Background: an optimization exercise with open tools, aiming at small area. Do not read the settings as production practice. Only simulation tests tie the RTL to the original design; equivalence was not proved. Power figures rest on the tool's default switching activity, not on a simulated workload.

--- run.sh ---
#!/bin/bash
# synth_recipe.tcl (not shown) runs the flow's synth.tcl, then flattens the netlist and writes it again
# the make line also repeats each setting of config.mk as NAME=value (left out here)
make -C /OpenROAD-flow-scripts/flow DESIGN_CONFIG=/design/flow/config.mk WORK_HOME=/design/flow/orfs CLKGATE_MAP_FILE= SYNTH_SCRIPT=/design/flow/synth_recipe.tcl finish
--- config.mk ---
export PLATFORM = sky130hd
export DESIGN_NAME = cube_top
export DESIGN_NICKNAME = cube_top
export VERILOG_FILES = /design/flow/design.v
export SDC_FILE = /design/flow/constraint.sdc
export NUM_CORES = 8
export LEC_CHECK = 0
export CAP_MARGIN = 20
export CORE_MARGIN = 2
export CORE_UTILIZATION = 25
export SLEW_MARGIN = 20
--- constraint.sdc ---
create_clock -name core_clock -period 12.0 [get_ports {clk}]
set_input_delay 2.4000 -clock core_clock [delete_from_list [all_inputs] [get_ports {clk}]]
set_output_delay 2.4000 -clock core_clock [all_outputs]
set_load 0.01 [all_outputs]
--- design.v ---
`timescale 1ns / 1ps
module clk_divider(
	input wire clk,
	input wire rst,
	output wire segtick,
	output wire randclk
	);
	reg [9:0] s;
	reg [1:0] hi;
	wire z9 = (s[8:0] == 9'd0);
	wire fb = s[9] ^ s[6] ^ z9;
	always @(posedge clk)
		if (rst) begin s <= 0; hi <= 0; end
		else begin
			s <= {s[8:0], fb};
			if (segtick) hi <= hi + 1;
		end
	assign segtick = s[9] & z9;
	assign randclk = (hi == 2'd0) && (s == 10'd1);
endmodule
module seg_display(
	input clk,
	input rst,
	input segtick,
	input [1:0] state,
	input [15:0] bcd,
	output reg [7:0] seg,
	output [3:0] an
    );
	reg started;
	reg [1:0] cur;
	wire [1:0] digit = started ? cur + 2'd1 : 2'd0;
	reg [3:0] num;
	reg [7:0] nxt;
	function [7:0] seg_val;
		input [3:0] n;
		case (n)
			0: seg_val = 8'b11000000;
			1: seg_val = 8'b11111001;
			2: seg_val = 8'b10100100;
			3: seg_val = 8'b10110000;
			4: seg_val = 8'b10011001;
			5: seg_val = 8'b10010010;
			6: seg_val = 8'b10000010;
			7: seg_val = 8'b11111000;
			8: seg_val = 8'b10000000;
			default: seg_val = 8'b10010000;
		endcase
	endfunction
	always @* begin
		case (digit)
			2'd0: num = bcd[15:12];
			2'd1: num = bcd[11:8];
			2'd2: num = bcd[7:4];
			default: num = bcd[3:0];
		endcase
		case (state)
			2'd0: case (digit)
				2'd0: nxt = 8'b11000110;
				2'd1: nxt = 8'b11000001;
				2'd2: nxt = 8'b10000000;
				default: nxt = 8'b10000110;
			endcase
			2'd1: nxt = 8'b01111111;
			2'd2: nxt = seg_val(num);
			default: case (digit)
				2'd0: nxt = 8'b10100001;
				2'd1: nxt = 8'b11000000;
				2'd2: nxt = 8'b11001000;
				default: nxt = 8'b10000110;
			endcase
		endcase
	end
	always @(posedge clk)
		if (rst) begin
			started <= 0;
			cur <= 0;
			seg <= 8'hff;
		end
		else if (segtick) begin
			started <= 1;
			cur <= digit;
			seg <= nxt;
		end
	assign an = started ? ~(4'b1000 >> cur) : 4'b1111;
endmodule
`timescale 1ns / 1ps
module debouncing(
	input clk,
	input rst,
	input btn,
	output press
    );
	reg [4:0] r;
	reg fb;
	always @* begin
		case ({r[4], r[3], r[2], r[0]})
			4'd0: fb = 1'b1;   4'd1: fb = 1'b0;   4'd2: fb = 1'b1;   4'd3: fb = 1'b0;
			4'd4: fb = 1'b1;   4'd5: fb = 1'b0;   4'd6: fb = 1'b1;   4'd7: fb = 1'b1;
			4'd8: fb = 1'b0;   4'd9: fb = 1'b1;   4'd10: fb = 1'b0;  4'd11: fb = 1'b1;
			4'd12: fb = 1'b0;  4'd13: fb = 1'b1;  4'd14: fb = 1'b1;  default: fb = 1'b1;
		endcase
	end
	always @(posedge clk)
		if (rst || !btn) r <= 5'b00000;
		else r <= {r[3:0], fb};
	assign press = ~r[4] & r[3] & r[2] & r[0];
endmodule
module lfsr    (
	input clk,
	input rst,
	output [3:0] out
	);
	reg [3:0] sr;
	wire linear_feedback = ~(sr[3] ^ sr[2]);
	always @(posedge clk)
		if (rst) sr <= 0;
		else sr <= {sr[2:0], linear_feedback};
	assign out = (sr[3] & sr[2]) ? {3'b011, sr[1] | sr[0]} : sr;
endmodule
`timescale 1ns / 1ps
module logic_and_vga(
	input clk,
	input rst,
	input randclk,
	input [7:0] sw,
	input btn_reset,
	input cw_press,
	input ccw_press,
	input hrot_press,
	input vrot_press,
	input [3:0] rand_num,
	output reg [1:0] state,		 
	output reg [15:0] bcd,
	output hsync,
	output vsync,
	output [2:0] red,
	output [2:0] green,
	output [1:0] blue
    );
	reg [2:0] hg, vg;
	reg [6:0] hw, vw;
	wire line_end = (hg == 3'd7) && (hw == 7'd15);
	wire frame_end = (vg == 3'd4) && (vw == 7'd89);
	always @(posedge clk)
		if (rst) begin
			hg <= 0; hw <= 56; vg <= 0; vw <= 49;
		end
		else if (line_end) begin
			hg <= 0; hw <= 56;
			if (frame_end) begin vg <= 0; vw <= 49; end
			else if (vw == 7'd119) begin vg <= vg + 1; vw <= 0; end
			else vw <= vw + 1;
		end
		else if (hw == 7'd119) begin hg <= hg + 1; hw <= 0; end
		else hw <= hw + 1;
	assign hsync = ~(hg == 0 || (hg == 1 && hw < 32));	 
	assign vsync = ~(vg == 0 && vw < 51);			 
	wire clr = rst | btn_reset;
	wire scramble = sw[0] & randclk;
	wire turn = cw_press | ccw_press;
	wire onehot = (sw[7:2] == 6'b100000) | (sw[7:2] == 6'b010000) | (sw[7:2] == 6'b001000) |
	              (sw[7:2] == 6'b000100) | (sw[7:2] == 6'b000010) | (sw[7:2] == 6'b000001);
	wire [5:0] face_sel = {sw[2], sw[3], sw[4], sw[5], sw[6], sw[7]};	 
	reg [11:0] tsel;
	integer k;
	always @* begin
		tsel = 12'b0;
		if (clr) tsel = 12'b0;
		else if (scramble) begin
			for (k = 0; k < 12; k = k + 1)
				tsel[k] = (rand_num == k);
		end
		else if (cw_press) begin
			if (onehot) tsel[5:0] = face_sel;
		end
		else if (ccw_press) begin
			if (onehot) tsel[11:6] = face_sel;
		end
	end
	wire [143:0] stk;
	wire [8:0] cul;
	wire [17:0] ctr;
	wire solved;
	cube_state cube_state(
		.clk(clk), .clr(clr), .hrot(hrot_press), .vrot(vrot_press),
		.tsel(tsel), .stk(stk), .cul(cul), .ctr(ctr));
	solved_check solved_check(.stk(stk), .ctr(ctr), .solved(solved));
	reg [1:0] st_q;
	always @* state = (st_q == 2 && solved) ? 2'd3 : st_q;
	always @(posedge clk)
		if (clr) st_q <= 0;
		else if (scramble) st_q <= 1;
		else if (turn && state == 1) st_q <= 2;
		else st_q <= state;
	wire counted = ~clr & ~scramble & turn & onehot;
	wire [3:0] d0 = bcd[3:0], d1 = bcd[7:4], d2 = bcd[11:8], d3 = bcd[15:12];
	wire wrap = (bcd == 16'h8191);
	wire c0 = (d0 == 9), c1 = c0 & (d1 == 9), c2 = c1 & (d2 == 9);
	always @(posedge clk) begin
		if (clr | scramble | (counted & wrap)) bcd <= 0;
		else if (counted) begin
			bcd[3:0] <= c0 ? 4'd0 : d0 + 1;
			bcd[7:4] <= c0 ? (c1 ? 4'd0 : d1 + 1) : d1;
			bcd[11:8] <= c1 ? (c2 ? 4'd0 : d2 + 1) : d2;
			bcd[15:12] <= c2 ? d3 + 1 : d3;
		end
	end
	wire [2:0] hcell = {hw >= 70 && hw < 100, hw >= 35 && hw < 65, hw < 30};
	wire [2:0] vcell = {vw >= 70 && vw < 100, vw >= 35 && vw < 65, vw < 30};
	wire [5:0] lcol;
	assign lcol[0] = hg == 5 && hw >= 60 && hw < 70;
	assign lcol[1] = hg == 5 && hw >= 80 && hw < 90;
	assign lcol[2] = hg == 5 && hw >= 100 && hw < 110;
	assign lcol[3] = hg == 6 && hw < 10;
	assign lcol[4] = hg == 6 && hw >= 20 && hw < 30;
	assign lcol[5] = hg == 6 && hw >= 40 && hw < 50;
	wire [11:0] ch;
	wire [9:0] rh;
	genvar g, c;
	generate for (g = 0; g < 4; g = g + 1) begin: cg
		for (c = 0; c < 3; c = c + 1) begin: cc
			assign ch[3*g+c] = (hg == g+2 && hcell[c]);
		end
	end endgenerate
	generate for (g = 0; g < 3; g = g + 1) begin: rg
		for (c = 0; c < 3; c = c + 1) begin: rc
			assign rh[3*g+c] = (vg == g+1 && vcell[c]);
		end
	end endgenerate
	assign rh[9] = vg == 4 && vw >= 20 && vw < 30;
	wire [2:0] scol;
	sticker_pick sticker_pick(.rh(rh), .ch(ch), .lcol(lcol), .stk(stk), .ctr(ctr), .color(scol));
	reg [2:0] pix;
	always @(posedge clk)
		if (rst) pix <= 3'b000;
		else pix <= scol;
	reg [7:0] rgb;
	always @* begin
		case (pix)
			3'b001: rgb = 8'b111_111_11;	 
			3'b010: rgb = 8'b111_100_00;	 
			3'b011: rgb = 8'b000_111_00;	 
			3'b100: rgb = 8'b001_001_11;	 
			3'b101: rgb = 8'b111_000_00;	 
			3'b110: rgb = 8'b111_111_00;	 
			default: rgb = 8'b000_000_00;	 
		endcase
	end
	assign {red, green, blue} = rgb;
endmodule
module cube_state(
	input clk,
	input clr,             
	input hrot,            
	input vrot,            
	input [11:0] tsel,     
	output reg [143:0] stk,
	output reg [8:0] cul,   
	output [17:0] ctr       
	);
	assign ctr = {~cul[2:0], ~cul[8:6], ~cul[5:3], cul};
	wire [143:0] r1, r2, nx;
	assign r1[2:0] = hrot ? stk[17:15] : stk[2:0];
	assign r1[5:3] = hrot ? stk[11:9] : stk[5:3];
	assign r1[8:6] = hrot ? stk[2:0] : stk[8:6];
	assign r1[11:9] = hrot ? stk[20:18] : stk[11:9];
	assign r1[14:12] = hrot ? stk[5:3] : stk[14:12];
	assign r1[17:15] = hrot ? stk[23:21] : stk[17:15];
	assign r1[20:18] = hrot ? stk[14:12] : stk[20:18];
	assign r1[23:21] = hrot ? stk[8:6] : stk[23:21];
	assign r1[26:24] = hrot ? stk[50:48] : stk[26:24];
	assign r1[29:27] = hrot ? stk[53:51] : stk[29:27];
	assign r1[32:30] = hrot ? stk[56:54] : stk[32:30];
	assign r1[35:33] = hrot ? stk[59:57] : stk[35:33];
	assign r1[38:36] = hrot ? stk[62:60] : stk[38:36];
	assign r1[41:39] = hrot ? stk[65:63] : stk[41:39];
	assign r1[44:42] = hrot ? stk[68:66] : stk[44:42];
	assign r1[47:45] = hrot ? stk[71:69] : stk[47:45];
	assign r1[50:48] = hrot ? stk[74:72] : stk[50:48];
	assign r1[53:51] = hrot ? stk[77:75] : stk[53:51];
	assign r1[56:54] = hrot ? stk[80:78] : stk[56:54];
	assign r1[59:57] = hrot ? stk[83:81] : stk[59:57];
	assign r1[62:60] = hrot ? stk[86:84] : stk[62:60];
	assign r1[65:63] = hrot ? stk[89:87] : stk[65:63];
	assign r1[68:66] = hrot ? stk[92:90] : stk[68:66];
	assign r1[71:69] = hrot ? stk[95:93] : stk[71:69];
	assign r1[74:72] = hrot ? stk[98:96] : stk[74:72];
	assign r1[77:75] = hrot ? stk[101:99] : stk[77:75];
	assign r1[80:78] = hrot ? stk[104:102] : stk[80:78];
	assign r1[83:81] = hrot ? stk[107:105] : stk[83:81];
	assign r1[86:84] = hrot ? stk[110:108] : stk[86:84];
	assign r1[89:87] = hrot ? stk[113:111] : stk[89:87];
	assign r1[92:90] = hrot ? stk[116:114] : stk[92:90];
	assign r1[95:93] = hrot ? stk[119:117] : stk[95:93];
	assign r1[98:96] = hrot ? stk[26:24] : stk[98:96];
	assign r1[101:99] = hrot ? stk[29:27] : stk[101:99];
	assign r1[104:102] = hrot ? stk[32:30] : stk[104:102];
	assign r1[107:105] = hrot ? stk[35:33] : stk[107:105];
	assign r1[110:108] = hrot ? stk[38:36] : stk[110:108];
	assign r1[113:111] = hrot ? stk[41:39] : stk[113:111];
	assign r1[116:114] = hrot ? stk[44:42] : stk[116:114];
	assign r1[119:117] = hrot ? stk[47:45] : stk[119:117];
	assign r1[122:120] = hrot ? stk[128:126] : stk[122:120];
	assign r1[125:123] = hrot ? stk[134:132] : stk[125:123];
	assign r1[128:126] = hrot ? stk[143:141] : stk[128:126];
	assign r1[131:129] = hrot ? stk[125:123] : stk[131:129];
	assign r1[134:132] = hrot ? stk[140:138] : stk[134:132];
	assign r1[137:135] = hrot ? stk[122:120] : stk[137:135];
	assign r1[140:138] = hrot ? stk[131:129] : stk[140:138];
	assign r1[143:141] = hrot ? stk[137:135] : stk[143:141];
	assign r2[2:0] = vrot ? r1[50:48] : r1[2:0];
	assign r2[5:3] = vrot ? r1[53:51] : r1[5:3];
	assign r2[8:6] = vrot ? r1[56:54] : r1[8:6];
	assign r2[11:9] = vrot ? r1[59:57] : r1[11:9];
	assign r2[14:12] = vrot ? r1[62:60] : r1[14:12];
	assign r2[17:15] = vrot ? r1[65:63] : r1[17:15];
	assign r2[20:18] = vrot ? r1[68:66] : r1[20:18];
	assign r2[23:21] = vrot ? r1[71:69] : r1[23:21];
	assign r2[26:24] = vrot ? r1[32:30] : r1[26:24];
	assign r2[29:27] = vrot ? r1[38:36] : r1[29:27];
	assign r2[32:30] = vrot ? r1[47:45] : r1[32:30];
	assign r2[35:33] = vrot ? r1[29:27] : r1[35:33];
	assign r2[38:36] = vrot ? r1[44:42] : r1[38:36];
	assign r2[41:39] = vrot ? r1[26:24] : r1[41:39];
	assign r2[44:42] = vrot ? r1[35:33] : r1[44:42];
	assign r2[47:45] = vrot ? r1[41:39] : r1[47:45];
	assign r2[50:48] = vrot ? r1[122:120] : r1[50:48];
	assign r2[53:51] = vrot ? r1[125:123] : r1[53:51];
	assign r2[56:54] = vrot ? r1[128:126] : r1[56:54];
	assign r2[59:57] = vrot ? r1[131:129] : r1[59:57];
	assign r2[62:60] = vrot ? r1[134:132] : r1[62:60];
	assign r2[65:63] = vrot ? r1[137:135] : r1[65:63];
	assign r2[68:66] = vrot ? r1[140:138] : r1[68:66];
	assign r2[71:69] = vrot ? r1[143:141] : r1[71:69];
	assign r2[74:72] = vrot ? r1[89:87] : r1[74:72];
	assign r2[77:75] = vrot ? r1[83:81] : r1[77:75];
	assign r2[80:78] = vrot ? r1[74:72] : r1[80:78];
	assign r2[83:81] = vrot ? r1[92:90] : r1[83:81];
	assign r2[86:84] = vrot ? r1[77:75] : r1[86:84];
	assign r2[89:87] = vrot ? r1[95:93] : r1[89:87];
	assign r2[92:90] = vrot ? r1[86:84] : r1[92:90];
	assign r2[95:93] = vrot ? r1[80:78] : r1[95:93];
	assign r2[98:96] = vrot ? r1[2:0] : r1[98:96];
	assign r2[101:99] = vrot ? r1[5:3] : r1[101:99];
	assign r2[104:102] = vrot ? r1[8:6] : r1[104:102];
	assign r2[107:105] = vrot ? r1[11:9] : r1[107:105];
	assign r2[110:108] = vrot ? r1[14:12] : r1[110:108];
	assign r2[113:111] = vrot ? r1[17:15] : r1[113:111];
	assign r2[116:114] = vrot ? r1[20:18] : r1[116:114];
	assign r2[119:117] = vrot ? r1[23:21] : r1[119:117];
	assign r2[122:120] = vrot ? r1[98:96] : r1[122:120];
	assign r2[125:123] = vrot ? r1[101:99] : r1[125:123];
	assign r2[128:126] = vrot ? r1[104:102] : r1[128:126];
	assign r2[131:129] = vrot ? r1[107:105] : r1[131:129];
	assign r2[134:132] = vrot ? r1[110:108] : r1[134:132];
	assign r2[137:135] = vrot ? r1[113:111] : r1[137:135];
	assign r2[140:138] = vrot ? r1[116:114] : r1[140:138];
	assign r2[143:141] = vrot ? r1[119:117] : r1[143:141];
	assign nx[2:0] = ({3{tsel[6]}} & r2[8:6]) | ({3{tsel[0]}} & r2[17:15]) | ({3{tsel[10]}} & r2[41:39]) | ({3{tsel[7]}} & r2[50:48]) | ({3{tsel[4]}} & r2[80:78]) | ({3{tsel[1]}} & r2[119:117]) | ({3{~(clr | tsel[0] | tsel[1] | tsel[4] | tsel[6] | tsel[7] | tsel[10])}} & r2[2:0]);
	assign nx[5:3] = ({3{tsel[0]}} & r2[11:9]) | ({3{tsel[6]}} & r2[14:12]) | ({3{tsel[10]}} & r2[35:33]) | ({3{tsel[4]}} & r2[86:84]) | ({3{~(clr | tsel[0] | tsel[4] | tsel[6] | tsel[10])}} & r2[5:3]);
	assign nx[8:6] = ({3{tsel[0]}} & r2[2:0]) | ({3{tsel[6]}} & r2[23:21]) | ({3{tsel[10]}} & r2[26:24]) | ({3{tsel[3]}} & r2[56:54]) | ({3{tsel[4]}} & r2[95:93]) | ({3{tsel[9]}} & r2[113:111]) | ({3{~(clr | tsel[0] | tsel[3] | tsel[4] | tsel[6] | tsel[9] | tsel[10])}} & r2[8:6]);
	assign nx[11:9] = ({3{tsel[6]}} & r2[5:3]) | ({3{tsel[0]}} & r2[20:18]) | ({3{tsel[7]}} & r2[59:57]) | ({3{tsel[1]}} & r2[110:108]) | ({3{~(clr | tsel[0] | tsel[1] | tsel[6] | tsel[7])}} & r2[11:9]);
	assign nx[14:12] = ({3{tsel[0]}} & r2[5:3]) | ({3{tsel[6]}} & r2[20:18]) | ({3{tsel[3]}} & r2[62:60]) | ({3{tsel[9]}} & r2[107:105]) | ({3{~(clr | tsel[0] | tsel[3] | tsel[6] | tsel[9])}} & r2[14:12]);
	assign nx[17:15] = ({3{tsel[6]}} & r2[2:0]) | ({3{tsel[0]}} & r2[23:21]) | ({3{tsel[2]}} & r2[47:45]) | ({3{tsel[7]}} & r2[65:63]) | ({3{tsel[8]}} & r2[74:72]) | ({3{tsel[1]}} & r2[104:102]) | ({3{~(clr | tsel[0] | tsel[1] | tsel[2] | tsel[6] | tsel[7] | tsel[8])}} & r2[17:15]);
	assign nx[20:18] = ({3{tsel[6]}} & r2[11:9]) | ({3{tsel[0]}} & r2[14:12]) | ({3{tsel[2]}} & r2[38:36]) | ({3{tsel[8]}} & r2[83:81]) | ({3{~(clr | tsel[0] | tsel[2] | tsel[6] | tsel[8])}} & r2[20:18]);
	assign nx[23:21] = ({3{tsel[0]}} & r2[8:6]) | ({3{tsel[6]}} & r2[17:15]) | ({3{tsel[2]}} & r2[32:30]) | ({3{tsel[3]}} & r2[71:69]) | ({3{tsel[8]}} & r2[89:87]) | ({3{tsel[9]}} & r2[98:96]) | ({3{~(clr | tsel[0] | tsel[2] | tsel[3] | tsel[6] | tsel[8] | tsel[9])}} & r2[23:21]);
	assign nx[26:24] = ({3{tsel[4]}} & r2[8:6]) | ({3{tsel[7]}} & r2[32:30]) | ({3{tsel[1]}} & r2[41:39]) | ({3{tsel[0]}} & r2[50:48]) | ({3{tsel[6]}} & r2[98:96]) | ({3{tsel[10]}} & r2[137:135]) | ({3{~(clr | tsel[0] | tsel[1] | tsel[4] | tsel[6] | tsel[7] | tsel[10])}} & r2[26:24]);
	assign nx[29:27] = ({3{tsel[1]}} & r2[35:33]) | ({3{tsel[7]}} & r2[38:36]) | ({3{tsel[0]}} & r2[53:51]) | ({3{tsel[6]}} & r2[101:99]) | ({3{~(clr | tsel[0] | tsel[1] | tsel[6] | tsel[7])}} & r2[29:27]);
	assign nx[32:30] = ({3{tsel[8]}} & r2[23:21]) | ({3{tsel[1]}} & r2[26:24]) | ({3{tsel[7]}} & r2[47:45]) | ({3{tsel[0]}} & r2[56:54]) | ({3{tsel[6]}} & r2[104:102]) | ({3{tsel[2]}} & r2[122:120]) | ({3{~(clr | tsel[0] | tsel[1] | tsel[2] | tsel[6] | tsel[7] | tsel[8])}} & r2[32:30]);
	assign nx[35:33] = ({3{tsel[4]}} & r2[5:3]) | ({3{tsel[7]}} & r2[29:27]) | ({3{tsel[1]}} & r2[44:42]) | ({3{tsel[10]}} & r2[140:138]) | ({3{~(clr | tsel[1] | tsel[4] | tsel[7] | tsel[10])}} & r2[35:33]);
	assign nx[38:36] = ({3{tsel[8]}} & r2[20:18]) | ({3{tsel[1]}} & r2[29:27]) | ({3{tsel[7]}} & r2[44:42]) | ({3{tsel[2]}} & r2[125:123]) | ({3{~(clr | tsel[1] | tsel[2] | tsel[7] | tsel[8])}} & r2[38:36]);
	assign nx[41:39] = ({3{tsel[4]}} & r2[2:0]) | ({3{tsel[7]}} & r2[26:24]) | ({3{tsel[1]}} & r2[47:45]) | ({3{tsel[11]}} & r2[65:63]) | ({3{tsel[5]}} & r2[113:111]) | ({3{tsel[10]}} & r2[143:141]) | ({3{~(clr | tsel[1] | tsel[4] | tsel[5] | tsel[7] | tsel[10] | tsel[11])}} & r2[41:39]);
	assign nx[44:42] = ({3{tsel[7]}} & r2[35:33]) | ({3{tsel[1]}} & r2[38:36]) | ({3{tsel[11]}} & r2[68:66]) | ({3{tsel[5]}} & r2[116:114]) | ({3{~(clr | tsel[1] | tsel[5] | tsel[7] | tsel[11])}} & r2[44:42]);
	assign nx[47:45] = ({3{tsel[8]}} & r2[17:15]) | ({3{tsel[1]}} & r2[32:30]) | ({3{tsel[7]}} & r2[41:39]) | ({3{tsel[11]}} & r2[71:69]) | ({3{tsel[5]}} & r2[119:117]) | ({3{tsel[2]}} & r2[128:126]) | ({3{~(clr | tsel[1] | tsel[2] | tsel[5] | tsel[7] | tsel[8] | tsel[11])}} & r2[47:45]);
	assign nx[50:48] = ({3{tsel[1]}} & r2[2:0]) | ({3{tsel[6]}} & r2[26:24]) | ({3{tsel[8]}} & r2[56:54]) | ({3{tsel[2]}} & r2[65:63]) | ({3{tsel[0]}} & r2[74:72]) | ({3{tsel[7]}} & r2[122:120]) | ({3{~(clr | tsel[0] | tsel[1] | tsel[2] | tsel[6] | tsel[7] | tsel[8])}} & r2[50:48]);
	assign nx[53:51] = ({3{tsel[6]}} & r2[29:27]) | ({3{tsel[2]}} & r2[59:57]) | ({3{tsel[8]}} & r2[62:60]) | ({3{tsel[0]}} & r2[77:75]) | ({3{~(clr | tsel[0] | tsel[2] | tsel[6] | tsel[8])}} & r2[53:51]);
	assign nx[56:54] = ({3{tsel[9]}} & r2[8:6]) | ({3{tsel[6]}} & r2[32:30]) | ({3{tsel[2]}} & r2[50:48]) | ({3{tsel[8]}} & r2[71:69]) | ({3{tsel[0]}} & r2[80:78]) | ({3{tsel[3]}} & r2[128:126]) | ({3{~(clr | tsel[0] | tsel[2] | tsel[3] | tsel[6] | tsel[8] | tsel[9])}} & r2[56:54]);
	assign nx[59:57] = ({3{tsel[1]}} & r2[11:9]) | ({3{tsel[8]}} & r2[53:51]) | ({3{tsel[2]}} & r2[68:66]) | ({3{tsel[7]}} & r2[131:129]) | ({3{~(clr | tsel[1] | tsel[2] | tsel[7] | tsel[8])}} & r2[59:57]);
	assign nx[62:60] = ({3{tsel[9]}} & r2[14:12]) | ({3{tsel[2]}} & r2[53:51]) | ({3{tsel[8]}} & r2[68:66]) | ({3{tsel[3]}} & r2[134:132]) | ({3{~(clr | tsel[2] | tsel[3] | tsel[8] | tsel[9])}} & r2[62:60]);
	assign nx[65:63] = ({3{tsel[1]}} & r2[17:15]) | ({3{tsel[5]}} & r2[41:39]) | ({3{tsel[8]}} & r2[50:48]) | ({3{tsel[2]}} & r2[71:69]) | ({3{tsel[11]}} & r2[89:87]) | ({3{tsel[7]}} & r2[137:135]) | ({3{~(clr | tsel[1] | tsel[2] | tsel[5] | tsel[7] | tsel[8] | tsel[11])}} & r2[65:63]);
	assign nx[68:66] = ({3{tsel[5]}} & r2[44:42]) | ({3{tsel[8]}} & r2[59:57]) | ({3{tsel[2]}} & r2[62:60]) | ({3{tsel[11]}} & r2[92:90]) | ({3{~(clr | tsel[2] | tsel[5] | tsel[8] | tsel[11])}} & r2[68:66]);
	assign nx[71:69] = ({3{tsel[9]}} & r2[23:21]) | ({3{tsel[5]}} & r2[47:45]) | ({3{tsel[2]}} & r2[56:54]) | ({3{tsel[8]}} & r2[65:63]) | ({3{tsel[11]}} & r2[95:93]) | ({3{tsel[3]}} & r2[143:141]) | ({3{~(clr | tsel[2] | tsel[3] | tsel[5] | tsel[8] | tsel[9] | tsel[11])}} & r2[71:69]);
	assign nx[74:72] = ({3{tsel[2]}} & r2[17:15]) | ({3{tsel[6]}} & r2[50:48]) | ({3{tsel[9]}} & r2[80:78]) | ({3{tsel[3]}} & r2[89:87]) | ({3{tsel[0]}} & r2[98:96]) | ({3{tsel[8]}} & r2[128:126]) | ({3{~(clr | tsel[0] | tsel[2] | tsel[3] | tsel[6] | tsel[8] | tsel[9])}} & r2[74:72]);
	assign nx[77:75] = ({3{tsel[6]}} & r2[53:51]) | ({3{tsel[3]}} & r2[83:81]) | ({3{tsel[9]}} & r2[86:84]) | ({3{tsel[0]}} & r2[101:99]) | ({3{~(clr | tsel[0] | tsel[3] | tsel[6] | tsel[9])}} & r2[77:75]);
	assign nx[80:78] = ({3{tsel[10]}} & r2[2:0]) | ({3{tsel[6]}} & r2[56:54]) | ({3{tsel[3]}} & r2[74:72]) | ({3{tsel[9]}} & r2[95:93]) | ({3{tsel[0]}} & r2[104:102]) | ({3{tsel[4]}} & r2[143:141]) | ({3{~(clr | tsel[0] | tsel[3] | tsel[4] | tsel[6] | tsel[9] | tsel[10])}} & r2[80:78]);
	assign nx[83:81] = ({3{tsel[2]}} & r2[20:18]) | ({3{tsel[9]}} & r2[77:75]) | ({3{tsel[3]}} & r2[92:90]) | ({3{tsel[8]}} & r2[125:123]) | ({3{~(clr | tsel[2] | tsel[3] | tsel[8] | tsel[9])}} & r2[83:81]);
	assign nx[86:84] = ({3{tsel[10]}} & r2[5:3]) | ({3{tsel[3]}} & r2[77:75]) | ({3{tsel[9]}} & r2[92:90]) | ({3{tsel[4]}} & r2[140:138]) | ({3{~(clr | tsel[3] | tsel[4] | tsel[9] | tsel[10])}} & r2[86:84]);
	assign nx[89:87] = ({3{tsel[2]}} & r2[23:21]) | ({3{tsel[5]}} & r2[65:63]) | ({3{tsel[9]}} & r2[74:72]) | ({3{tsel[3]}} & r2[95:93]) | ({3{tsel[11]}} & r2[113:111]) | ({3{tsel[8]}} & r2[122:120]) | ({3{~(clr | tsel[2] | tsel[3] | tsel[5] | tsel[8] | tsel[9] | tsel[11])}} & r2[89:87]);
	assign nx[92:90] = ({3{tsel[5]}} & r2[68:66]) | ({3{tsel[9]}} & r2[83:81]) | ({3{tsel[3]}} & r2[86:84]) | ({3{tsel[11]}} & r2[116:114]) | ({3{~(clr | tsel[3] | tsel[5] | tsel[9] | tsel[11])}} & r2[92:90]);
	assign nx[95:93] = ({3{tsel[10]}} & r2[8:6]) | ({3{tsel[5]}} & r2[71:69]) | ({3{tsel[3]}} & r2[80:78]) | ({3{tsel[9]}} & r2[89:87]) | ({3{tsel[11]}} & r2[119:117]) | ({3{tsel[4]}} & r2[137:135]) | ({3{~(clr | tsel[3] | tsel[4] | tsel[5] | tsel[9] | tsel[10] | tsel[11])}} & r2[95:93]);
	assign nx[98:96] = ({3{tsel[3]}} & r2[23:21]) | ({3{tsel[0]}} & r2[26:24]) | ({3{tsel[6]}} & r2[74:72]) | ({3{tsel[10]}} & r2[104:102]) | ({3{tsel[4]}} & r2[113:111]) | ({3{tsel[9]}} & r2[143:141]) | ({3{~(clr | tsel[0] | tsel[3] | tsel[4] | tsel[6] | tsel[9] | tsel[10])}} & r2[98:96]);
	assign nx[101:99] = ({3{tsel[0]}} & r2[29:27]) | ({3{tsel[6]}} & r2[77:75]) | ({3{tsel[4]}} & r2[107:105]) | ({3{tsel[10]}} & r2[110:108]) | ({3{~(clr | tsel[0] | tsel[4] | tsel[6] | tsel[10])}} & r2[101:99]);
	assign nx[104:102] = ({3{tsel[7]}} & r2[17:15]) | ({3{tsel[0]}} & r2[32:30]) | ({3{tsel[6]}} & r2[80:78]) | ({3{tsel[4]}} & r2[98:96]) | ({3{tsel[10]}} & r2[119:117]) | ({3{tsel[1]}} & r2[137:135]) | ({3{~(clr | tsel[0] | tsel[1] | tsel[4] | tsel[6] | tsel[7] | tsel[10])}} & r2[104:102]);
	assign nx[107:105] = ({3{tsel[3]}} & r2[14:12]) | ({3{tsel[10]}} & r2[101:99]) | ({3{tsel[4]}} & r2[116:114]) | ({3{tsel[9]}} & r2[134:132]) | ({3{~(clr | tsel[3] | tsel[4] | tsel[9] | tsel[10])}} & r2[107:105]);
	assign nx[110:108] = ({3{tsel[7]}} & r2[11:9]) | ({3{tsel[4]}} & r2[101:99]) | ({3{tsel[10]}} & r2[116:114]) | ({3{tsel[1]}} & r2[131:129]) | ({3{~(clr | tsel[1] | tsel[4] | tsel[7] | tsel[10])}} & r2[110:108]);
	assign nx[113:111] = ({3{tsel[3]}} & r2[8:6]) | ({3{tsel[11]}} & r2[41:39]) | ({3{tsel[5]}} & r2[89:87]) | ({3{tsel[10]}} & r2[98:96]) | ({3{tsel[4]}} & r2[119:117]) | ({3{tsel[9]}} & r2[128:126]) | ({3{~(clr | tsel[3] | tsel[4] | tsel[5] | tsel[9] | tsel[10] | tsel[11])}} & r2[113:111]);
	assign nx[116:114] = ({3{tsel[11]}} & r2[44:42]) | ({3{tsel[5]}} & r2[92:90]) | ({3{tsel[10]}} & r2[107:105]) | ({3{tsel[4]}} & r2[110:108]) | ({3{~(clr | tsel[4] | tsel[5] | tsel[10] | tsel[11])}} & r2[116:114]);
	assign nx[119:117] = ({3{tsel[7]}} & r2[2:0]) | ({3{tsel[11]}} & r2[47:45]) | ({3{tsel[5]}} & r2[95:93]) | ({3{tsel[4]}} & r2[104:102]) | ({3{tsel[10]}} & r2[113:111]) | ({3{tsel[1]}} & r2[122:120]) | ({3{~(clr | tsel[1] | tsel[4] | tsel[5] | tsel[7] | tsel[10] | tsel[11])}} & r2[119:117]);
	assign nx[122:120] = ({3{tsel[8]}} & r2[32:30]) | ({3{tsel[1]}} & r2[50:48]) | ({3{tsel[2]}} & r2[89:87]) | ({3{tsel[7]}} & r2[119:117]) | ({3{tsel[11]}} & r2[128:126]) | ({3{tsel[5]}} & r2[137:135]) | ({3{~(clr | tsel[1] | tsel[2] | tsel[5] | tsel[7] | tsel[8] | tsel[11])}} & r2[122:120]);
	assign nx[125:123] = ({3{tsel[8]}} & r2[38:36]) | ({3{tsel[2]}} & r2[83:81]) | ({3{tsel[5]}} & r2[131:129]) | ({3{tsel[11]}} & r2[134:132]) | ({3{~(clr | tsel[2] | tsel[5] | tsel[8] | tsel[11])}} & r2[125:123]);
	assign nx[128:126] = ({3{tsel[8]}} & r2[47:45]) | ({3{tsel[9]}} & r2[56:54]) | ({3{tsel[2]}} & r2[74:72]) | ({3{tsel[3]}} & r2[113:111]) | ({3{tsel[5]}} & r2[122:120]) | ({3{tsel[11]}} & r2[143:141]) | ({3{~(clr | tsel[2] | tsel[3] | tsel[5] | tsel[8] | tsel[9] | tsel[11])}} & r2[128:126]);
	assign nx[131:129] = ({3{tsel[1]}} & r2[59:57]) | ({3{tsel[7]}} & r2[110:108]) | ({3{tsel[11]}} & r2[125:123]) | ({3{tsel[5]}} & r2[140:138]) | ({3{~(clr | tsel[1] | tsel[5] | tsel[7] | tsel[11])}} & r2[131:129]);
	assign nx[134:132] = ({3{tsel[9]}} & r2[62:60]) | ({3{tsel[3]}} & r2[107:105]) | ({3{tsel[5]}} & r2[125:123]) | ({3{tsel[11]}} & r2[140:138]) | ({3{~(clr | tsel[3] | tsel[5] | tsel[9] | tsel[11])}} & r2[134:132]);
	assign nx[137:135] = ({3{tsel[4]}} & r2[26:24]) | ({3{tsel[1]}} & r2[65:63]) | ({3{tsel[10]}} & r2[95:93]) | ({3{tsel[7]}} & r2[104:102]) | ({3{tsel[11]}} & r2[122:120]) | ({3{tsel[5]}} & r2[143:141]) | ({3{~(clr | tsel[1] | tsel[4] | tsel[5] | tsel[7] | tsel[10] | tsel[11])}} & r2[137:135]);
	assign nx[140:138] = ({3{tsel[4]}} & r2[35:33]) | ({3{tsel[10]}} & r2[86:84]) | ({3{tsel[11]}} & r2[131:129]) | ({3{tsel[5]}} & r2[134:132]) | ({3{~(clr | tsel[4] | tsel[5] | tsel[10] | tsel[11])}} & r2[140:138]);
	assign nx[143:141] = ({3{tsel[4]}} & r2[41:39]) | ({3{tsel[9]}} & r2[71:69]) | ({3{tsel[10]}} & r2[80:78]) | ({3{tsel[3]}} & r2[98:96]) | ({3{tsel[5]}} & r2[128:126]) | ({3{tsel[11]}} & r2[137:135]) | ({3{~(clr | tsel[3] | tsel[4] | tsel[5] | tsel[9] | tsel[10] | tsel[11])}} & r2[143:141]);
	wire [8:0] c1, c2;
	assign c1[2:0] = hrot ? cul[2:0] : cul[2:0];
	assign c1[5:3] = hrot ? cul[8:6] : cul[5:3];
	assign c1[8:6] = hrot ? ~cul[5:3] : cul[8:6];
	assign c2[2:0] = vrot ? c1[8:6] : c1[2:0];
	assign c2[5:3] = vrot ? c1[5:3] : c1[5:3];
	assign c2[8:6] = vrot ? ~c1[2:0] : c1[8:6];
	always @(posedge clk)
		if (clr) begin
			stk <= nx | 144'b110110110110110110110110100100100100100100100100101101101101101101101101011011011011011011011011010010010010010010010010001001001001001001001001;
			cul <= 9'b011010001;
		end
		else begin
			stk <= nx;
			cul <= c2;
		end
endmodule
module solved_check(
	input [143:0] stk,
	input [17:0] ctr,
	output solved
	);
	wire u0_0 = ctr[0] ? (&{stk[0], stk[3], stk[6], stk[9], stk[12], stk[15], stk[18], stk[21]}) : ~(|{stk[0], stk[3], stk[6], stk[9], stk[12], stk[15], stk[18], stk[21]});
	wire u0_1 = ctr[1] ? (&{stk[1], stk[4], stk[7], stk[10], stk[13], stk[16], stk[19], stk[22]}) : ~(|{stk[1], stk[4], stk[7], stk[10], stk[13], stk[16], stk[19], stk[22]});
	wire u0_2 = ctr[2] ? (&{stk[2], stk[5], stk[8], stk[11], stk[14], stk[17], stk[20], stk[23]}) : ~(|{stk[2], stk[5], stk[8], stk[11], stk[14], stk[17], stk[20], stk[23]});
	wire u1_0 = ctr[3] ? (&{stk[24], stk[27], stk[30], stk[33], stk[36], stk[39], stk[42], stk[45]}) : ~(|{stk[24], stk[27], stk[30], stk[33], stk[36], stk[39], stk[42], stk[45]});
	wire u1_1 = ctr[4] ? (&{stk[25], stk[28], stk[31], stk[34], stk[37], stk[40], stk[43], stk[46]}) : ~(|{stk[25], stk[28], stk[31], stk[34], stk[37], stk[40], stk[43], stk[46]});
	wire u1_2 = ctr[5] ? (&{stk[26], stk[29], stk[32], stk[35], stk[38], stk[41], stk[44], stk[47]}) : ~(|{stk[26], stk[29], stk[32], stk[35], stk[38], stk[41], stk[44], stk[47]});
	wire u2_0 = ctr[6] ? (&{stk[48], stk[51], stk[54], stk[57], stk[60], stk[63], stk[66], stk[69]}) : ~(|{stk[48], stk[51], stk[54], stk[57], stk[60], stk[63], stk[66], stk[69]});
	wire u2_1 = ctr[7] ? (&{stk[49], stk[52], stk[55], stk[58], stk[61], stk[64], stk[67], stk[70]}) : ~(|{stk[49], stk[52], stk[55], stk[58], stk[61], stk[64], stk[67], stk[70]});
	wire u2_2 = ctr[8] ? (&{stk[50], stk[53], stk[56], stk[59], stk[62], stk[65], stk[68], stk[71]}) : ~(|{stk[50], stk[53], stk[56], stk[59], stk[62], stk[65], stk[68], stk[71]});
	wire u3_0 = ctr[9] ? (&{stk[72], stk[75], stk[78], stk[81], stk[84], stk[87], stk[90], stk[93]}) : ~(|{stk[72], stk[75], stk[78], stk[81], stk[84], stk[87], stk[90], stk[93]});
	wire u3_1 = ctr[10] ? (&{stk[73], stk[76], stk[79], stk[82], stk[85], stk[88], stk[91], stk[94]}) : ~(|{stk[73], stk[76], stk[79], stk[82], stk[85], stk[88], stk[91], stk[94]});
	wire u3_2 = ctr[11] ? (&{stk[74], stk[77], stk[80], stk[83], stk[86], stk[89], stk[92], stk[95]}) : ~(|{stk[74], stk[77], stk[80], stk[83], stk[86], stk[89], stk[92], stk[95]});
	wire u4_0 = ctr[12] ? (&{stk[96], stk[99], stk[102], stk[105], stk[108], stk[111], stk[114], stk[117]}) : ~(|{stk[96], stk[99], stk[102], stk[105], stk[108], stk[111], stk[114], stk[117]});
	wire u4_1 = ctr[13] ? (&{stk[97], stk[100], stk[103], stk[106], stk[109], stk[112], stk[115], stk[118]}) : ~(|{stk[97], stk[100], stk[103], stk[106], stk[109], stk[112], stk[115], stk[118]});
	wire u4_2 = ctr[14] ? (&{stk[98], stk[101], stk[104], stk[107], stk[110], stk[113], stk[116], stk[119]}) : ~(|{stk[98], stk[101], stk[104], stk[107], stk[110], stk[113], stk[116], stk[119]});
	assign solved = u0_0 & u0_1 & u0_2 & u1_0 & u1_1 & u1_2 & u2_0 & u2_1 & u2_2 & u3_0 & u3_1 & u3_2 & u4_0 & u4_1 & u4_2;
endmodule
module sticker_pick(
	input [9:0] rh,
	input [11:0] ch,
	input [5:0] lcol,
	input [143:0] stk,
	input [17:0] ctr,
	output [2:0] color
	);
	wire [2:0] rv0 = ({3{ch[3]}} & stk[2:0]) | ({3{ch[4]}} & stk[5:3]) | ({3{ch[5]}} & stk[8:6]);
	wire [2:0] rv1 = ({3{ch[3]}} & stk[11:9]) | ({3{ch[4]}} & ctr[2:0]) | ({3{ch[5]}} & stk[14:12]);
	wire [2:0] rv2 = ({3{ch[3]}} & stk[17:15]) | ({3{ch[4]}} & stk[20:18]) | ({3{ch[5]}} & stk[23:21]);
	wire [2:0] rv3 = ({3{ch[0]}} & stk[26:24]) | ({3{ch[1]}} & stk[29:27]) | ({3{ch[2]}} & stk[32:30]) | ({3{ch[3]}} & stk[50:48]) | ({3{ch[4]}} & stk[53:51]) | ({3{ch[5]}} & stk[56:54]) | ({3{ch[6]}} & stk[74:72]) | ({3{ch[7]}} & stk[77:75]) | ({3{ch[8]}} & stk[80:78]) | ({3{ch[9]}} & stk[98:96]) | ({3{ch[10]}} & stk[101:99]) | ({3{ch[11]}} & stk[104:102]);
	wire [2:0] rv4 = ({3{ch[0]}} & stk[35:33]) | ({3{ch[1]}} & ctr[5:3]) | ({3{ch[2]}} & stk[38:36]) | ({3{ch[3]}} & stk[59:57]) | ({3{ch[4]}} & ctr[8:6]) | ({3{ch[5]}} & stk[62:60]) | ({3{ch[6]}} & stk[83:81]) | ({3{ch[7]}} & ctr[11:9]) | ({3{ch[8]}} & stk[86:84]) | ({3{ch[9]}} & stk[107:105]) | ({3{ch[10]}} & ctr[14:12]) | ({3{ch[11]}} & stk[110:108]);
	wire [2:0] rv5 = ({3{ch[0]}} & stk[41:39]) | ({3{ch[1]}} & stk[44:42]) | ({3{ch[2]}} & stk[47:45]) | ({3{ch[3]}} & stk[65:63]) | ({3{ch[4]}} & stk[68:66]) | ({3{ch[5]}} & stk[71:69]) | ({3{ch[6]}} & stk[89:87]) | ({3{ch[7]}} & stk[92:90]) | ({3{ch[8]}} & stk[95:93]) | ({3{ch[9]}} & stk[113:111]) | ({3{ch[10]}} & stk[116:114]) | ({3{ch[11]}} & stk[119:117]);
	wire [2:0] rv6 = ({3{ch[3]}} & stk[122:120]) | ({3{ch[4]}} & stk[125:123]) | ({3{ch[5]}} & stk[128:126]);
	wire [2:0] rv7 = ({3{ch[3]}} & stk[131:129]) | ({3{ch[4]}} & ctr[17:15]) | ({3{ch[5]}} & stk[134:132]);
	wire [2:0] rv8 = ({3{ch[3]}} & stk[137:135]) | ({3{ch[4]}} & stk[140:138]) | ({3{ch[5]}} & stk[143:141]);
	wire [2:0] rv9 = ({3{lcol[0]}} & ctr[2:0]) | ({3{lcol[1]}} & ctr[5:3]) | ({3{lcol[2]}} & ctr[8:6]) | ({3{lcol[3]}} & ctr[11:9]) | ({3{lcol[4]}} & ctr[14:12]) | ({3{lcol[5]}} & ctr[17:15]);
	assign color = ({3{rh[0]}} & rv0) | ({3{rh[1]}} & rv1) | ({3{rh[2]}} & rv2) | ({3{rh[3]}} & rv3) | ({3{rh[4]}} & rv4) | ({3{rh[5]}} & rv5) | ({3{rh[6]}} & rv6) | ({3{rh[7]}} & rv7) | ({3{rh[8]}} & rv8) | ({3{rh[9]}} & rv9);
endmodule
`timescale 1ns / 1ps
module cube_top( 
	input clk, 
	input rst,
	input [7:0] sw, 
	input btn_reset, 
	input btn_ccw, 
	input btn_cw,
	input btn_hrot, 
	input btn_vrot,
	output [7:0] seg, 
	output [3:0] an,
	output hsync,			 
	output vsync,			 
	output [2:0] red,		 
	output [2:0] green,	 
	output [1:0] blue		 
    );
	wire segtick;
	wire randclk;
	wire cw_press, ccw_press, hrot_press, vrot_press;
	wire [1:0] state;	 
	wire [15:0] bcd;	 
	wire [3:0] rand_num;	 
	clk_divider clk_divider(.clk(clk), .rst(rst), .segtick(segtick), .randclk(randclk));
	seg_display seg_display(.clk(clk), .rst(rst), .segtick(segtick), .state(state),
		.bcd(bcd), .seg(seg), .an(an));
	debouncing d1(.clk(clk), .rst(rst), .btn(btn_cw), .press(cw_press));
	debouncing d2(.clk(clk), .rst(rst), .btn(btn_ccw), .press(ccw_press));
	debouncing d3(.clk(clk), .rst(rst), .btn(btn_hrot), .press(hrot_press));
	debouncing d4(.clk(clk), .rst(rst), .btn(btn_vrot), .press(vrot_press));
	lfsr lfsr(.clk(clk), .rst(rst), .out(rand_num));
	logic_and_vga logic_and_vga(
		.clk(clk), .rst(rst), .randclk(randclk), .sw(sw), .btn_reset(btn_reset),
		.cw_press(cw_press), .ccw_press(ccw_press),
		.hrot_press(hrot_press), .vrot_press(vrot_press),
		.rand_num(rand_num), .state(state), .bcd(bcd),
		.hsync(hsync), .vsync(vsync), .red(red), .green(green), .blue(blue));
endmodule
==> results.toml <==
[status]
status = "no timing/DRC/antenna violations"

[critical_path]
crit_arrival_ns = 6.06
worstSetupPathType = "input port to flop"
worstSetupStartpointType = "input port"
slowest_delay_ns = 0.77
worst_ep_required_time_ns = 12.43
worstPathMaxFanout = 36
cp-end-kind = "flop"
cp_common_cell = "buf_4"
path_cells = "clkdlybuf4s50_1 > nand4b_1 > or3_1 > buf_4 > mux2i_4 > buf_4 > and2_1 > buf_4 > nor4_2 > buf_4 > nand2_1 > nand4_1"
critPathSlowestCell = "and2_1"

[cts]
clk_pin_slew_ns = 0.06
post_cts_buffers = 0
insertion_delay_ns = 0.60
clock_sinks = 241
htreeDepth = 1
ctsResizeCount = 0
clockBufferDepth = 3
numCtsBuffers = 30
ctsRootBufferMaster = "clkbuf_16"
cts_tree = "built"
postCtsHoldBufs = 0

[final_layout]
drive_gt1_frac = 0.0630
areaGrowthSynthToFinish_pct = 12.1
layoutNonFillerInstCount = 3108
nets = 2191
nFillCells = 7685
seq_area_um2 = 4820
num_antenna_cells = 0
multiInputGateArea_um2 = 12500

[logic_synthesis]
synthDistinctLibCells = 80
async_flop_share = 0
ys_seq_elements = 241
synth_cells = 2210
synth-edff-count = 0
yosys_warnings = 6
ys_seq_area_frac = 0.266
netlist_area_um2 = 18200
ys_dominant_reg_cell = "dfxtp_1"
avgSynthCellArea_um2 = 8.22
syn_nets = 2263

[sta]
period_minus_slack_ns = 5.63
setup_ws_ns = 6.37
setup_viol = 0
fin_skew_ns = 0.0327
hold_viol_final = 0
slew_viol_final = 0
grt_setup_unrepaired = "false"
setup_tns_ns = 0
timing.final.crit_share = 0.469
clock.fmax_ghz = 0.178
slew_headroom = 0.218
worst_pin_slew_ns = 1.17

[detailed_routing]
routed_wl_um = 77100
drt_iter0_drc = 3494
drc = 0
vias_per_cell = 6.34
dr.pass1.iters = 13
wl_per_cell_um = 24.8
antenna_left = 0
vias = 19709

[min_path]
hp-class = "flop to flop"

[grt]
track_usage = 0.197
grt-ovfl-total = 0
grt_pass1_vias = 18750
antenna_found_initial = 1
grt_max_degree = 152
grt_pass1_wl_um = 116000

[floorplanning]
start_util = 0.253
coreArea_um2 = 71700
die-area_um2 = 74800
io_pins = 37
die_x_um = 274
dieHeight_um = 274
rows = 98

[placed_design]
dpl.hpwl_um = 50400
dp.cells = 3056
place_ws_ns = 5.97
place.gp.congestion = 1.01
portBuffers = 35

[power_and_ir_drop]
power_mw = 1.97
power.density_nw_per_um2 = 97.0
leakage_nw = 8.29
ir_drop_mv = 0.102

[run]
max_cap_viol_count = 0
cell usage in the layout (no fill, tap or decap), types with 34 or more instances in the layout:
master	n
clkdlybuf4s50_1	34
ha_1	38
nand4_1	70
a222oi_1	88
a22oi_1	184
buf_4	49
nand3_1	136
a221oi_1	62
a21oi_1	83
dfxtp_1	241
mux2i_1	303
inv_1	39
nand2_1	261
nor2_1	87
path summary, 6_finish.rpt:
path / from / cells after the start / slack, ns / end
max: sw[0] / 12 / 6.37 / logic_and_vga.cube_state.stk[88]$_DFF_P_
min: d2.r[1]$_SDFF_PP0_ / 1 / 0.42 / d2.r[2]$_SDFF_PP0_
max reg2reg: clk_divider.s[4]$_SDFF_PP0_ / 11 / 7.79 / logic_and_vga.cube_state.stk[88]$_DFF_P_
min reg2reg: d2.r[1]$_SDFF_PP0_ / 1 / 0.42 / d2.r[2]$_SDFF_PP0_
per-layer routing:
layer,vias to the layer above,GRT usage,routed length (µm)
met2,1609,0.287,31500
met5,-,0,0
met1,9183,0.253,29700
met3,424,0.0646,10800
li1,8493,-,-
met4,0,0.111,5020
state kept, by name (all words and copies together), names as in the netlist, 4 cells and up:
signal                        count
logic_and_vga.cube_state.cul      9
d3.r                              5
logic_and_vga.vw                  7
logic_and_vga.bcd                16
logic_and_vga.hw                  7
d1.r                              5
lfsr.sr                           4
clk_divider.s                    10
d4.r                              5
seg_display.seg                   8
logic_and_vga.cube_state.stk    144
d2.r                              5
critical path: cells and delay by family:
family / cells / cell delay (ns)
buf+inv: 5 / 1.88
simple gates: 6 / 1.46
mux: 1 / 0.21
logic make-up after synthesis:
family / count (synthesis) / share of synthesized area
simple gates: 778 / 0.219
compound gates: 585 / 0.247
mux: 317 / 0.178
flops: 241 / 0.266
buf+inv: 229 / 0.0533
fa+ha+maj: 39 / 0.0267
xor+xnor: 21 / 0.0101
where the power goes:
group          switching [mW]  internal, mW  leakage [nW]
combinational           0.125        0.0562          5.85
clock                   0.380         0.557         0.484
sequential             0.0346         0.821          1.96
total                   0.540          1.43          8.29
cell type report:
class,instances,area share
flip-flops and latches,241,0.237
inverters,39,0.00719
well taps,950,0.0584
multi-input cells,1740,0.612
repair buffers,86,0.0363
clock inverters,11,0.00750
clock buffers,41,0.0418
synthesized netlist by cell type (all sizes together) (19+ instances only):
cell      n  area share
dfxtp   241        0.27
nand4    70       0.024
nor2     88       0.018
buf      89       0.024
and2     33       0.011
clkbuf  101       0.021
o21ai    32      0.0088
a221oi   62       0.030
ha       38       0.026
nor2b    32       0.011
nor4     39       0.018
inv      39      0.0081
a21oi    83       0.023
nand2   261       0.054
a22oi   184       0.076
nor3     32      0.0088
mux2i   313        0.18
or4      19      0.0079
nand3   136       0.037
a22o     21       0.010
a222oi   88       0.049
stage by stage:
| stage | cell area [µm²] | util | hold slack, ns |
|---|---|---|---|
| after CTS | 20400 | 0.284 | 0.421 |
| after global routing | 20400 | 0.284 | 0.449 |
| after floorplan | 18200 | - | 0.406 |
| after detailed placement | 19400 | 0.270 | 0.412 |
| after global placement | 19400 | 0.270 | 0.407 |
| final | 20400 | 0.284 | 0.418 |

separate check: timing with driven ports:
Ports are ideal in the flow. The routed layout listed here was re-timed in OpenROAD. Step 1: set_driving_cell puts a clkbuf_16 on clk and a buf_2 on each other input, an assumption about the parent block. Step 2 adds t to the input delays and takes it off the output delays; t is the mean of the earliest and latest rising clock arrival at the registers after step 1. Input paths then give back, and output paths get back, about the clock's delay inside the block. Three values: no drivers, after step 1, after step 2; two values: the first two.
t (ns): 0.645
slack for setup (ns): 6.369 / 6.407 / 5.763
latest minus earliest clock arrival (ns): 0.037 / 0.037
worst slew at a driven data input, ns: 0.04
After both steps setup and hold are still met in this run. For this run, drivers alone change the setup slack by +0.038 ns; drivers and shift together by -0.606 ns.
